Background: an optimization exercise with open tools, aiming at small area, a short achievable clock period and few clock cycles. Do not read the settings as production practice.
The clock input has no modelled driver; a real chip could not lean on it and would need a root buffer or a full tree.
Power figures rest on the tool's default switching activity, not on a simulated workload.

Setup of alpha:
## ULA
module ULA (
    input clk,
    input reset,
    input [3:0] seletor,
    output saida,
    output [18:0] rom_addr,
    input [7:0] rom_data,
    output reg [18:0] ram_wraddr,
    output reg [7:0] ram_data,
    output reg ram_wren,
    output reg done
);
    assign saida = 1'b0;
    wire [5:0] sel = {seletor[3],
                      ~seletor[2] & seletor[1] & seletor[0],
                      ~seletor[2] & ~seletor[1] & seletor[0],
                      ~seletor[2] & ~seletor[0],
                      seletor[1],
                      seletor == 4'b0100};
    reg f4, is_avg, is_dec, is_rep, zm, is_cp;
    reg start;
    always @(posedge clk) {f4, is_avg, is_dec, is_rep, zm, is_cp} <= sel;
    always @(posedge clk or negedge reset) begin
        if (!reset) start <= 1'b1;
        else start <= (sel != {f4, is_avg, is_dec, is_rep, zm, is_cp});
    end
    wire valid = is_avg | is_dec | is_rep | is_cp;
    reg [1:0] c0, c1;
    reg [7:0] col;
    reg [6:0] r;
    reg run;
    wire [1:0] lim0 = is_rep ? {f4, 1'b1} : 2'd0;
    wire [1:0] lim2 = is_rep ? {f4, 1'b1} : 2'd0;
    wire e0 = is_avg ? (r[0] & (~f4 | r[1])) : (c0 == 2'd0);
    wire e2 = (c1 == 2'd0);
    wire ex = (col == (is_dec ? (f4 ? 8'd156 : 8'd158) : 8'd159));
    wire ey = (r == (is_dec ? (f4 ? 7'd116 : 7'd118) : 7'd119));
    wire last = e0 & ex & e2 & ey;
    wire blk_end = e0 & col[0] & (~f4 | col[1]);
    wire [2:0] step = is_dec ? {f4, ~f4, 1'b0} : 3'd1;
    wire [7:0] col_p = col + step;
    wire [6:0] r_p = r + step;
    wire [6:0] r_top = {r[6:2], r[1] & ~f4, 1'b0};
    always @(posedge clk) begin
  ...
clock: 6.0 ns
lec_check: 0
abc_area: 1
cap_margin: 20
core_margin: 2
core_utilization: 40
place_density: 0.6
setup_slack_margin: 4.1
slew_margin: 20
standard.sh (not shown) runs the stock make flow with config.mk's settings and CLKGATE_MAP_FILE= SYNTH_SCRIPT=/design/flow/synth_recipe.tcl, a recipe that flattens the netlist after the stock synthesis.
==> flow/flow/run.sh <==
#!/bin/bash
# Layout flow: the standard ORFS flow with three changes:
#  - synthesis maps adders through ABC like the rest of the logic instead of
#    extracting full/half adder cells first (ADDER_MAP_FILE empty);
#  - plain buf_2 cells as the port buffers instead of the delay buffers
#    buffer_ports picks by default;
#  - the clock tree is four clkbuf_16 cells driven by the clock port, each
#    driving the flip-flops nearest to it (flow/cts_hook.tcl replaces
#    TritonCTS's two-level H-tree).
set -euo pipefail
here=$(cd "$(dirname "$0")" && pwd)
CLKBUF_N=4 bash standard.sh \
  "ADDER_MAP_FILE=" \
  "BUFFER_PORTS_ARGS=-buffer_cell sky130_fd_sc_hd__buf_2" \
  "PRE_CTS_TCL=$here/cts_hook.tcl" \
  finish > orfs_make.log 2>&1
==> flow/flow/cts_hook.tcl <==
# Clock buffering in place of TritonCTS's H-tree: the clock port drives
# CLKBUF_N clkbuf_16 cells (1, 2 or 4), each placed at the centre of the
# flip-flops it drives; the flip-flops are split between them by position.
proc clock_tree_synthesis { args } {
  set nbuf 1
  if { [info exists ::env(CLKBUF_N)] } { set nbuf $::env(CLKBUF_N) }
  set block [ord::get_db_block]
  set clk_net [$block findNet clk]
  set master [[ord::get_db] findMaster sky130_fd_sc_hd__clkbuf_16]
  set sinks {}
  foreach it [$clk_net getITerms] {
    set loc [[$it getInst] getLocation]
    lappend sinks [list $it [lindex $loc 0] [lindex $loc 1]]
  }
  # split into groups: by x, then each half by y
  set groups [list $sinks]
  set axis 1
  while { [llength $groups] < $nbuf } {
    set ng {}
    foreach g $groups {
      set s [lsort -integer -index $axis $g]
      set h [expr {[llength $s] / 2}]
      lappend ng [lrange $s 0 [expr {$h - 1}]] [lrange $s $h end]
    }
    set groups $ng
    set axis [expr {3 - $axis}]
  }
  set i 0
  foreach g $groups {
    set buf [odb::dbInst_create $block $master clkbuf_root_$i]
    set net [odb::dbNet_create $block clknet_root_$i]
    $net setSigType CLOCK
    set sx 0; set sy 0
    foreach s $g {
      set it [lindex $s 0]
      $it disconnect
      $it connect $net
      set sx [expr {$sx + [lindex $s 1]}]; set sy [expr {$sy + [lindex $s 2]}]
    }
    [$buf findITerm A] connect $clk_net
    [$buf findITerm X] connect $net
    set n [llength $g]
    $buf setLocation [expr {$sx / $n}] [expr {$sy / $n}]
    $buf setPlacementStatus PLACED
    puts "clock buffer clkbuf_root_$i drives $n sinks"
    incr i
  }
  $clk_net setSigType CLOCK
}
alpha finished all stages; the layout is clean.
What beta does differently from alpha at the input level:
# alpha
export LEC_CHECK = 0
export ABC_AREA = 1
export CAP_MARGIN = 20
export CORE_MARGIN = 2
export CORE_UTILIZATION = 40
export PLACE_DENSITY = 0.6
export SETUP_SLACK_MARGIN = 4.1
export SLEW_MARGIN = 20
create_clock -name core_clock -period 6.0 [get_ports {clk}]
# beta
export LEC_CHECK = 0
export ABC_AREA = 1
export CAP_MARGIN = 20
export CORE_MARGIN = 2
export CORE_UTILIZATION = 70
export PLACE_DENSITY = 0.85
export SETUP_SLACK_MARGIN = 4.2
export SLEW_MARGIN = 20
create_clock -name core_clock -period 6.0 [get_ports {clk}]
==> comparison <==
The run showing the greater area growth from synthesis to layout is beta. Note that the total instance count after detailed placement recorded for beta amounts to 0.921 times the value seen in alpha. In beta, the instance area at placement came out 1.5% below the value in alpha. Number of detailed-route iterations in the first pass: beta > alpha. Sequential share of layout area, alpha and beta: larger value in alpha. beta improves on alpha in detailed-placement wirelength estimate. Cmp alpha and beta / post-route standard cell area excluding fillers / lower: alpha. In beta, met2 track utilization from global routing is higher than in alpha. Sequential power across alpha and beta: no real change. Final count of pins violating max slew: beta vs alpha identical.
Function was not checked in any run of this note: the RTL went through the layout flow alone. No run of this note takes its clock network from TritonCTS; it comes from the design's own scripts or RTL.

[separate check: timing with driven ports]
Ports are ideal in the flow. The routed layouts listed here were re-timed in OpenROAD. Step 1 (the two cells are an assumption about what drives the block):
set clk [get_ports {clk}]
set_driving_cell -lib_cell sky130_fd_sc_hd__clkbuf_16 $clk
set_driving_cell -lib_cell sky130_fd_sc_hd__buf_2 [delete_from_list [all_inputs] $clk]
Step 2 times the ports against the registers' clock, not the clock port: input delays grow and output delays shrink by t, the midpoint of the rising clock arrivals with the driver on. Slacks: ideal ports / drivers / drivers and shift; pairs: ideal ports / drivers.
| run | t (ns) | setup WS [ns] | worst hold slack (ns) | slew at the worst register clock pin (ns) | worst data-port slew with drivers (ns) |
|---|---|---|---|---|---|
| alpha | 0.239 | 4.076 / 3.995 / 3.974 | 0.355 / 0.355 / 0.355 | 0.10 / 0.10 | 0.03 |
| beta | 0.240 | 4.101 / 4.017 / 3.970 | 0.353 / 0.353 / 0.353 | 0.10 / 0.10 | 0.07 |
After both steps every run listed still meets setup and hold. For beta, which loses most, drivers alone change the setup slack by -0.084 ns; drivers and shift together by -0.131 ns.
